From an optimization exercise on the open Yosys and OpenROAD flow, aimed at small area and a short achievable clock period; shortcuts taken in it are not production practice. At most, simulation tests tie the RTL to the original design; equivalence was not proved. No activity file was given, so power comes from the tool's default toggle rates.

==> 12-16: inputs <==
==> flow/design.v (excerpt) <==
module matrix_multi(input clk,
input wire rst,                  
input wire in_valid,             
input wire[127:0] buff_x,
output wire out_valid,           
output wire[95:0] buff_y);
localparam MR = 1;
localparam A1 = 0, B1 = 1, C1 = 1, D1 = 1;
localparam A2 = 0, B2 = 1, C2 = 1, D2 = 1;
localparam XR = 1;
localparam LAT = XR + MR + A1 + B1 + C1 + D1 + A2 + B2 + C2 + D2;
wire [127:0] xr;
pipe #(.W(128), .EN(XR)) px(clk, buff_x, xr);
wire [2:0] g00, g01, g02, g03, g10, g11, g13, g21, g22, g23;
wire [2:0] f00, f01, f02, f03, f10, f11, f13, f21, f22, f23;
fmflag #(32'h3f000000) fg00(buff_x[127:96], g00);
fmflag #(32'hbfc00000) fg01(buff_x[95:64],  g01);
fmflag #(32'hbf400000) fg02(buff_x[63:32],  g02);
fmflag #(32'hbf600000) fg03(buff_x[31:0],   g03);
fmflag #(32'h3f400000) fg10(buff_x[127:96], g10);
fmflag #(32'h3f000000) fg11(buff_x[95:64],  g11);
fmflag #(32'hbfa00000) fg13(buff_x[31:0],   g13);
fmflag #(32'hbe000000) fg21(buff_x[95:64],  g21);
fmflag #(32'h3fb00000) fg22(buff_x[63:32],  g22);
fmflag #(32'h3e800000) fg23(buff_x[31:0],   g23);
pipe #(.W(30), .EN(XR)) pf(clk,
  {g00, g01, g02, g03, g10, g11, g13, g21, g22, g23},
  {f00, f01, f02, f03, f10, f11, f13, f21, f22, f23});
wire [31:0] x1 = xr[127:96];
wire [31:0] x2 = xr[95:64];
wire [31:0] x3 = xr[63:32];
wire [31:0] x4 = xr[31:0];
wire [31:0] mp00, mp01, mp02, mp03, mp10, mp11, mp13, mp21, mp22, mp23;
wire [31:0] mul00, mul01, mul02, mul03;
wire [31:0] mul10, mul11, mul12, mul13;
wire [31:0] mp12, mp20;
wire [31:0] mul20, mul21, mul22, mul23;
fmulc #(32'h3f000000, 0, XR) mult00(clk, x1, f00, mp00);   
fmulc #(32'hbfc00000, 0, XR) mult01(clk, x2, f01, mp01);   
fmulc #(32'hbf400000, 0, XR) mult02(clk, x3, f02, mp02);   
fmulc #(32'hbf600000, 0, XR) mult03(clk, x4, f03, mp03);   
  ...
Settings: LEC_CHECK=0, ABC_AREA=1, CAP_MARGIN=20, CORE_MARGIN=2, CORE_UTILIZATION=70, CTS_CLUSTER_DIAMETER=70, CTS_CLUSTER_SIZE=28, SLEW_MARGIN=20; clock period 13.0 ns.
standard.sh (not shown) runs the stock make flow with config.mk's settings and CLKGATE_MAP_FILE= SYNTH_SCRIPT=/design/flow/synth_recipe.tcl, a recipe that flattens the netlist after the stock synthesis.
==> flow/flow/run.sh <==
#!/bin/bash
# Own layout flow: the standard ORFS layout (standard.sh), with port
# buffers of a stronger drive and timing repair aimed below the clock period.
set -euo pipefail
export BUFFER_PORTS_ARGS="-buffer_cell sky130_fd_sc_hd__buf_4"
export SETUP_SLACK_MARGIN=9.2
bash standard.sh > standard.log 2>&1
==> 07-13: changes against 12-16 <==
--- a/flow/design.v
+++ b/flow/design.v
@@ -10,21 +10,15 @@
                          (A[22:20] == 3'b100) ? 3 :
                          (A[22:20] == 3'b011) ? 11 : 7;
 localparam integer TOP = (CM == 1) ? 24 : (CM == 3) ? 25 : (CM == 11) ? 27 : 26;
 localparam [24:0] K = ((64'd1 << TOP) + CM - 1) / CM;
 wire [23:0] mx = {1'b1, x[22:0]};
-wire [27:0] x8 = {1'd0, mx, 3'd0};
-wire [27:0] x2 = {3'd0, mx, 1'b0};
-wire [27:0] x1 = {4'd0, mx};
-wire [27:0] csum = x8 ^ x2 ^ x1;
-wire [28:0] ccar = {((x8 & x2) | (x8 & x1) | (x2 & x1)), 1'b0};
-wire [27:0] opa = (CM == 3) ? x2 : (CM == 5) ? {2'd0, mx, 2'd0} : (CM == 11) ? csum : x8;
-wire [27:0] opb = (CM == 7) ? ~x1 : (CM == 11) ? ccar[27:0] : x1;
-wire [27:0] prodc;
-wire pco;
-skadd #(28) madd(opa, opb, (CM == 7), prodc, pco);
-wire [27:0] prod = (CM == 1) ? x1 : prodc;
+wire [27:0] prod = (CM == 1)  ? {4'd0, mx} :
+                   (CM == 3)  ? {3'd0, mx, 1'b0} + {4'd0, mx} :
+                   (CM == 5)  ? {2'd0, mx, 2'd0} + {4'd0, mx} :
+                   (CM == 11) ? {1'd0, mx, 3'd0} + {3'd0, mx, 1'b0} + {4'd0, mx} :
+                                {1'd0, mx, 3'd0} - {4'd0, mx};
 wire [2:0] fi;
 generate
   if (EXT) begin : g_ext
     assign fi = fl;
   end else begin : g_int
@@ -94,32 +88,10 @@
   end
 end
 assign s = (a ^ b) ^ g[N-1:0];
 assign cout = g[N];
 endmodule
-module skadd #(parameter N = 26) (
-input  wire [N-1:0] a,
-input  wire [N-1:0] b,
-input  wire cin,
-output wire [N-1:0] s,
-output wire cout
-);
-reg [N:0] g, p;
-integer l, i;
-always @(*) begin
-  g = {a & b, cin};
-  p = {a ^ b, 1'b0};
-  for (l = 0; l < 6; l = l + 1)
-    for (i = 0; i <= N; i = i + 1)
-      if (i[l]) begin
-        g[i] = g[i] | (p[i] & g[((i >> l) << l) - 1]);
-        p[i] = p[i] & p[((i >> l) << l) - 1];
-      end
-end
-assign s = (a ^ b) ^ g[N-1:0];
-assign cout = g[N];
-endmodule
 module cmpgt #(parameter N = 31) (
 input  wire [N-1:0] a,
 input  wire [N-1:0] b,
 output wire gt
 );
@@ -195,11 +167,11 @@
 pipe #(.W(8+23+24+1+1), .EN(RB)) pb(clk,
   {b_emax, b_mbig, b_msh, b_sgn, b_sub},
   {c_emax, c_mbig, c_msh, c_sgn, c_sub});
 wire [24:0] c_r;
 wire c_co;
-skadd #(25) cadd({1'b0, 1'b1, c_mbig}, {c_sub, c_msh}, c_sub, c_r, c_co);
+bkadd #(25) cadd({1'b0, 1'b1, c_mbig}, {c_sub, c_msh}, c_sub, c_r, c_co);
 wire [7:0]  c_emax1 = c_emax + 8'd1;
 wire [7:0]  d_emax1;
 wire [24:0] d_r;
 wire d_sgn;
 pipe #(.W(8+25+1), .EN(RC)) pc(clk,
Settings changed: CTS_CLUSTER_DIAMETER 70 to 100, CTS_CLUSTER_SIZE 28 to 24.
==> 11-10: changes against 12-16 <==
--- a/flow/design.v
+++ b/flow/design.v
@@ -10,21 +10,15 @@
                          (A[22:20] == 3'b100) ? 3 :
                          (A[22:20] == 3'b011) ? 11 : 7;
 localparam integer TOP = (CM == 1) ? 24 : (CM == 3) ? 25 : (CM == 11) ? 27 : 26;
 localparam [24:0] K = ((64'd1 << TOP) + CM - 1) / CM;
 wire [23:0] mx = {1'b1, x[22:0]};
-wire [27:0] x8 = {1'd0, mx, 3'd0};
-wire [27:0] x2 = {3'd0, mx, 1'b0};
-wire [27:0] x1 = {4'd0, mx};
-wire [27:0] csum = x8 ^ x2 ^ x1;
-wire [28:0] ccar = {((x8 & x2) | (x8 & x1) | (x2 & x1)), 1'b0};
-wire [27:0] opa = (CM == 3) ? x2 : (CM == 5) ? {2'd0, mx, 2'd0} : (CM == 11) ? csum : x8;
-wire [27:0] opb = (CM == 7) ? ~x1 : (CM == 11) ? ccar[27:0] : x1;
-wire [27:0] prodc;
-wire pco;
-skadd #(28) madd(opa, opb, (CM == 7), prodc, pco);
-wire [27:0] prod = (CM == 1) ? x1 : prodc;
+wire [27:0] prod = (CM == 1)  ? {4'd0, mx} :
+                   (CM == 3)  ? {3'd0, mx, 1'b0} + {4'd0, mx} :
+                   (CM == 5)  ? {2'd0, mx, 2'd0} + {4'd0, mx} :
+                   (CM == 11) ? {1'd0, mx, 3'd0} + {3'd0, mx, 1'b0} + {4'd0, mx} :
+                                {1'd0, mx, 3'd0} - {4'd0, mx};
 wire [2:0] fi;
 generate
   if (EXT) begin : g_ext
     assign fi = fl;
   end else begin : g_int
@@ -94,32 +88,10 @@
   end
 end
 assign s = (a ^ b) ^ g[N-1:0];
 assign cout = g[N];
 endmodule
-module skadd #(parameter N = 26) (
-input  wire [N-1:0] a,
-input  wire [N-1:0] b,
-input  wire cin,
-output wire [N-1:0] s,
-output wire cout
-);
-reg [N:0] g, p;
-integer l, i;
-always @(*) begin
-  g = {a & b, cin};
-  p = {a ^ b, 1'b0};
-  for (l = 0; l < 6; l = l + 1)
-    for (i = 0; i <= N; i = i + 1)
-      if (i[l]) begin
-        g[i] = g[i] | (p[i] & g[((i >> l) << l) - 1]);
-        p[i] = p[i] & p[((i >> l) << l) - 1];
-      end
-end
-assign s = (a ^ b) ^ g[N-1:0];
-assign cout = g[N];
-endmodule
 module cmpgt #(parameter N = 31) (
 input  wire [N-1:0] a,
 input  wire [N-1:0] b,
 output wire gt
 );
@@ -195,11 +167,11 @@
 pipe #(.W(8+23+24+1+1), .EN(RB)) pb(clk,
   {b_emax, b_mbig, b_msh, b_sgn, b_sub},
   {c_emax, c_mbig, c_msh, c_sgn, c_sub});
 wire [24:0] c_r;
 wire c_co;
-skadd #(25) cadd({1'b0, 1'b1, c_mbig}, {c_sub, c_msh}, c_sub, c_r, c_co);
+bkadd #(25) cadd({1'b0, 1'b1, c_mbig}, {c_sub, c_msh}, c_sub, c_r, c_co);
 wire [7:0]  c_emax1 = c_emax + 8'd1;
 wire [7:0]  d_emax1;
 wire [24:0] d_r;
 wire d_sgn;
 pipe #(.W(8+25+1), .EN(RC)) pc(clk,
Settings changed: CORE_UTILIZATION 70 to 55, CTS_CLUSTER_DIAMETER 70 to 100, CTS_CLUSTER_SIZE 28 to 24.
==> summary of the runs <==
Via count: 07-13 is larger than 11-10 (3.8%).
Register-to-register slack, highest first: 11-10, 07-13, 12-16.
The lowest global-route usage belongs to 11-10, the highest to 12-16.
Hold slack: 11-10 > 07-13 > 12-16.
Synthesized cell count: 11-10 is lower than 12-16 (about 0.7%).
Combinational power is about the same in 07-13 and 11-10.
12-16 completed with no timing, DRC or antenna violations. 07-13 passed the timing, design-rule and antenna checks. 11-10 completed without violations.
Worst setup slack, lowest first: 12-16, 11-10, 07-13.
Cell area, lowest first: 07-13, 12-16, 11-10.
The RTL of 12-16 was laid out without a check of its function.


==> inputs of run a <==
==> flow/design.v <==
module fmulc #(parameter [31:0] A = 32'h3f800000, parameter R = 0) (
input  wire clk,
input  wire [31:0] x,
output wire [31:0] p
);
localparam [7:0]  EA = A[30:23];
localparam integer CM  = (A[22:20] == 3'b000) ? 1 :
                         (A[22:20] == 3'b010) ? 5 :
                         (A[22:20] == 3'b100) ? 3 :
                         (A[22:20] == 3'b011) ? 11 : 7;
localparam integer TOP = (CM == 1) ? 24 : (CM == 3) ? 25 : (CM == 11) ? 27 : 26;
localparam [24:0] K = ((64'd1 << TOP) + CM - 1) / CM;
wire [23:0] mx = {1'b1, x[22:0]};
wire [27:0] prod = (CM == 1)  ? {4'd0, mx} :
                   (CM == 3)  ? {3'd0, mx, 1'b0} + {4'd0, mx} :
                   (CM == 5)  ? {2'd0, mx, 2'd0} + {4'd0, mx} :
                   (CM == 11) ? {1'd0, mx, 3'd0} + {3'd0, mx, 1'b0} + {4'd0, mx} :
                                {1'd0, mx, 3'd0} - {4'd0, mx};
wire ovf = ({1'b0, mx} >= K);
wire [22:0] m = ovf ? prod[TOP-1 -: 23] : prod[TOP-2 -: 23];
wire [7:0] e0 = x[30:23] + (EA - 8'd127);
wire [7:0] e1 = x[30:23] + (EA - 8'd126);
wire [7:0] e = ovf ? e1 : e0;
wire [31:0] pp = (x[30:23] == 8'd0) ? 32'd0 :
                 (x[30:23] == 8'hff) ? 32'h7f800000 :
                 {A[31] ^ x[31], e, m};
pipe #(.W(32), .EN(R)) pr(clk, pp, p);
endmodule
module pipe #(parameter W = 1, parameter EN = 1) (
input  wire clk,
input  wire [W-1:0] d,
output wire [W-1:0] q
);
generate
  if (EN) begin : g_reg
    reg [W-1:0] r;
    always @(posedge clk) r <= d;
    assign q = r;
  end else begin : g_wire
    assign q = d;
  end
endgenerate
endmodule
module fadd #(parameter RA = 0, parameter RB = 0, parameter RC = 0, parameter RD = 1) (
input  wire clk,
input  wire [31:0] a,
input  wire [31:0] b,
output wire [31:0] s
);
wire agt = a[30:0] > b[30:0];
wire [7:0] dab = a[30:23] - b[30:23];
wire [7:0] dba = b[30:23] - a[30:23];
wire [7:0] d = agt ? dab : dba;
wire [7:0]  a_emax = agt ? a[30:23] : b[30:23];
wire [22:0] a_mbig = agt ? a[22:0] : b[22:0];
wire [22:0] a_msml = agt ? b[22:0] : a[22:0];
wire a_sgn = agt ? a[31] : b[31];
wire a_sub = a[31] ^ b[31];
wire a_kill = |d[7:5];
wire [4:0] a_sh = d[4:0];
wire [7:0]  b_emax;
wire [22:0] b_mbig, b_msml;
wire b_sgn, b_sub, b_kill;
wire [4:0] b_sh;
pipe #(.W(8+23+23+1+1+1+5), .EN(RA)) pa(clk,
  {a_emax, a_mbig, a_msml, a_sgn, a_sub, a_kill, a_sh},
  {b_emax, b_mbig, b_msml, b_sgn, b_sub, b_kill, b_sh});
wire [23:0] b_msh = (b_kill ? 24'd0 : ({1'b1, b_msml} >> b_sh)) ^ {24{b_sub}};
wire [7:0]  c_emax;
wire [22:0] c_mbig;
wire [23:0] c_msh;
wire c_sgn, c_sub;
pipe #(.W(8+23+24+1+1), .EN(RB)) pb(clk,
  {b_emax, b_mbig, b_msh, b_sgn, b_sub},
  {c_emax, c_mbig, c_msh, c_sgn, c_sub});
wire [25:0] c_rx = {2'b01, c_mbig, 1'b1} + {c_sub, c_msh, c_sub};
wire [24:0] c_r = c_rx[25:1];
wire [7:0]  c_emax1 = c_emax + 8'd1;
wire [7:0]  d_emax1;
wire [24:0] d_r;
wire d_sgn;
pipe #(.W(8+25+1), .EN(RC)) pc(clk,
  {c_emax1, c_r, c_sgn},
  {d_emax1, d_r, d_sgn});
function [4:0] lzc32(input [31:0] v);
  reg [15:0] z1v; reg [15:0] z1c;
  reg [7:0] z2v; reg [15:0] z2c;
  reg [3:0] z3v; reg [11:0] z3c;
  reg [1:0] z4v; reg [7:0] z4c;
  integer k;
  begin
    for (k = 0; k < 16; k = k + 1) begin
      z1v[k] = v[2*k+1] | v[2*k];
      z1c[k] = ~v[2*k+1];
    end
    for (k = 0; k < 8; k = k + 1) begin
      z2v[k] = z1v[2*k+1] | z1v[2*k];
      z2c[2*k+1 -: 2] = z1v[2*k+1] ? {1'b0, z1c[2*k+1]} : {1'b1, z1c[2*k]};
    end
    for (k = 0; k < 4; k = k + 1) begin
      z3v[k] = z2v[2*k+1] | z2v[2*k];
      z3c[3*k+2 -: 3] = z2v[2*k+1] ? {1'b0, z2c[4*k+3 -: 2]} : {1'b1, z2c[4*k+1 -: 2]};
    end
    for (k = 0; k < 2; k = k + 1) begin
      z4v[k] = z3v[2*k+1] | z3v[2*k];
      z4c[4*k+3 -: 4] = z3v[2*k+1] ? {1'b0, z3c[6*k+5 -: 3]} : {1'b1, z3c[6*k+2 -: 3]};
    end
    lzc32 = z4v[1] ? {1'b0, z4c[7:4]} : {1'b1, z4c[3:0]};
  end
endfunction
wire tiny = ~|d_r[24:2];
wire [4:0] lz = tiny ? (d_r[1] ? 5'd21 : 5'd22) : lzc32({d_r, 7'd0});
wire [24:0] r1 = lz[4] ? {d_r[8:0], 16'd0} : d_r;
wire [24:0] r2 = lz[3] ? {r1[16:0], 8'd0} : r1;
wire [24:0] r3 = lz[2] ? {r2[20:0], 4'd0} : r2;
wire [24:0] r4 = lz[1] ? {r3[22:0], 2'd0} : r3;
wire [24:0] r5 = lz[0] ? {r4[23:0], 1'b0} : r4;
wire [7:0] e_n = d_emax1 - {3'd0, lz};
wire [31:0] d_s = {d_sgn, e_n, r5[23:1]};
pipe #(.W(32), .EN(RD)) pd(clk, d_s, s);
endmodule
module matrix_multi(input clk,
input wire rst,                  
input wire in_valid,             
input wire[127:0] buff_x,
output wire out_valid,           
output wire[95:0] buff_y);
localparam MR = 1;
localparam A1 = 0, B1 = 1, C1 = 1, D1 = 1;
localparam A2 = 0, B2 = 1, C2 = 1, D2 = 1;
localparam XR = 0;
localparam LAT = XR + MR + A1 + B1 + C1 + D1 + A2 + B2 + C2 + D2;
wire [127:0] xr;
pipe #(.W(128), .EN(XR)) px(clk, buff_x, xr);
wire [31:0] x1 = xr[127:96];
wire [31:0] x2 = xr[95:64];
wire [31:0] x3 = xr[63:32];
wire [31:0] x4 = xr[31:0];
wire [31:0] mul00, mul01, mul02, mul03;
wire [31:0] mul10, mul11, mul12, mul13;
wire [31:0] mul20, mul21, mul22, mul23;
fmulc #(32'h3f000000, MR) mult00(clk, x1, mul00);   
fmulc #(32'hbfc00000, MR) mult01(clk, x2, mul01);   
fmulc #(32'hbf400000, MR) mult02(clk, x3, mul02);   
fmulc #(32'hbf600000, MR) mult03(clk, x4, mul03);   
fmulc #(32'h3f400000, MR) mult10(clk, x1, mul10);   
fmulc #(32'h3f000000, MR) mult11(clk, x2, mul11);   
assign mul12 = mul02;                                    
fmulc #(32'hbfa00000, MR) mult13(clk, x4, mul13);   
assign mul20 = mul10;                                    
fmulc #(32'hbe000000, MR) mult21(clk, x2, mul21);   
fmulc #(32'h3fb00000, MR) mult22(clk, x3, mul22);   
fmulc #(32'h3e800000, MR) mult23(clk, x4, mul23);   
wire [31:0] s00, s01, s10, s11, s20, s21;
fadd #(A1, B1, C1, D1) ad00(clk, mul00, mul01, s00);
fadd #(A1, B1, C1, D1) ad01(clk, mul02, mul03, s01);
fadd #(A1, B1, C1, D1) ad10(clk, mul10, mul11, s10);
fadd #(A1, B1, C1, D1) ad11(clk, mul12, mul13, s11);
fadd #(A1, B1, C1, D1) ad20(clk, mul20, mul21, s20);
fadd #(A1, B1, C1, D1) ad21(clk, mul22, mul23, s21);
fadd #(A2, B2, C2, D2) ad02(clk, s00, s01, buff_y[95:64]);
fadd #(A2, B2, C2, D2) ad12(clk, s10, s11, buff_y[63:32]);
fadd #(A2, B2, C2, D2) ad22(clk, s20, s21, buff_y[31:0]);
reg [LAT-1:0] valid_pipe;
always @(posedge clk)
  if (rst) valid_pipe <= {LAT{1'b0}};
  else     valid_pipe <= {valid_pipe[LAT-2:0], in_valid};
assign out_valid = valid_pipe[LAT-1];
endmodule
==> flow/flow/run.sh <==
#!/bin/bash
# Own layout flow: the standard ORFS layout (standard.sh), with port
# buffers of a stronger drive and timing repair aimed below the clock period.
set -euo pipefail
export BUFFER_PORTS_ARGS="-buffer_cell sky130_fd_sc_hd__buf_4"
export SETUP_SLACK_MARGIN=9.2
bash standard.sh > standard.log 2>&1
==> flow/standard.sh <==
#!/bin/bash
# synth_recipe.tcl (not shown) runs the flow's synth.tcl, then flattens the netlist and writes it again
# the make line also repeats each setting of config.mk as NAME=value (left out here)
make -C /OpenROAD-flow-scripts/flow DESIGN_CONFIG=/design/flow/config.mk WORK_HOME=/design/flow/orfs CLKGATE_MAP_FILE= SYNTH_SCRIPT=/design/flow/synth_recipe.tcl "${@:-finish}"
==> flow/config.mk <==
export PLATFORM = sky130hd
export DESIGN_NAME = matrix_multi
export DESIGN_NICKNAME = matrix_multi
export VERILOG_FILES = /design/flow/design.v
export SDC_FILE = /design/flow/constraint.sdc
export NUM_CORES = 8
export LEC_CHECK = 0
export ABC_AREA = 1
export CAP_MARGIN = 20
export CORE_MARGIN = 2
export CORE_UTILIZATION = 55
export CTS_CLUSTER_DIAMETER = 100
export CTS_CLUSTER_SIZE = 30
export SLEW_MARGIN = 20
==> flow/constraint.sdc <==
create_clock -name core_clock -period 13.0 [get_ports {clk}]
set_input_delay 2.6000 -clock core_clock [delete_from_list [all_inputs] [get_ports {clk}]]
set_output_delay 2.6000 -clock core_clock [all_outputs]
set_load 0.01 [all_outputs]
==> run b: changes against run a <==
--- a/flow/design.v
+++ b/flow/design.v
@@ -130,6 +130,5 @@
 localparam A2 = 0, B2 = 1, C2 = 1, D2 = 1;
-localparam XR = 0;
-localparam LAT = XR + MR + A1 + B1 + C1 + D1 + A2 + B2 + C2 + D2;
-wire [127:0] xr;
-pipe #(.W(128), .EN(XR)) px(clk, buff_x, xr);
+localparam LAT = 1 + MR + A1 + B1 + C1 + D1 + A2 + B2 + C2 + D2;
+reg [127:0] xr;
+always @(posedge clk) xr <= buff_x;
 wire [31:0] x1 = xr[127:96];
--- a/flow/config.mk
+++ b/flow/config.mk
@@ -12,3 +12,3 @@
 export CTS_CLUSTER_DIAMETER = 100
-export CTS_CLUSTER_SIZE = 30
+export CTS_CLUSTER_SIZE = 24
 export SLEW_MARGIN = 20
==> notes.md <==
quantity	run b	run a
Outcome	finished clean	finished clean
Part of the power in the clock network	0.090	0.079
WHS	331 ps	330 ps
Complex-gate fraction of the synthesized area	0.139	0.141
Vertical die dimension	427 um	422 um
Max VDD drop	213 uV	219 uV
Number of standard cells in the final layout excluding fillers	16,800	16,800
Sequential standard cell area	0.0308 mm^2	0.0283 mm^2
Adder-cell area share of the yosys netlist	0.110	0.112
Final Cycle Share	0.294	0.337
Total half-perimeter wirelength after legalization and detailed placement	261,000 um	257,000 um
Flip-flop and latch count	1,534	1,405
Fill count	16,900	15,800
Total leakage power	0.0521 uW	0.0526 uW
Number of vias after detailed routing	98,700	99,300
Critical path origin	ad22.pd.g_reg.r[31]	buff_x[38]
Vias in the first global route	89,700	90,300
Number of detailed-routing iterations run before antenna repair	10	8
Initial Utilization	0.552	0.553
Non-CTS inverters	1,521	1,582
Cell area after layout	0.108 mm^2	0.110 mm^2
Setup slack after layout	9180 ps	8620 ps
Net Switching	16,400 uW	16,800 uW
Register area share after synthesis	0.312	0.292
Antenna violations before repair	26	36
No functional check of the RTL was part of run a.

-- static timing again, ports no longer ideal --
How much do the figures lean on ideal ports? The routed layouts below were timed once more, with nothing changed but the port constraints.
Step 1 assumes that a clkbuf_16 drives the clock port and a buf_2 every other input.
Step 2 moves the port delays by t, midway between the first and last clock arrival at a register: inputs arrive t later, outputs are due t later. That takes back most of the time a late clock gives input paths.
Slacks: ideal / step 1 / step 2; pairs: ideal / step 1.
run	shift t [ns]	slack for setup (ns)	hold WS [ns]	worst data-port slew with drivers (ns)
12-16	0.873	9.045 / 9.043 / 8.609	0.331 / 0.331 / 0.331	0.06
07-13	0.801	9.207 / 9.128 / 8.903	0.333 / 0.333 / 0.333	0.06
11-10	0.830	9.206 / 9.122 / 8.787	0.333 / 0.333 / 0.333	0.05
run a	0.857	8.615 / 8.667 / 7.809	0.330 / 0.330 / 0.330	0.16
run b	0.824	9.180 / 9.093 / 9.327	0.331 / 0.331 / 0.331	0.07
After both steps setup and hold are still met in every run listed. The setup slack of run a, which loses most, moves by +0.052 ns with the drivers and by -0.806 ns with both steps.
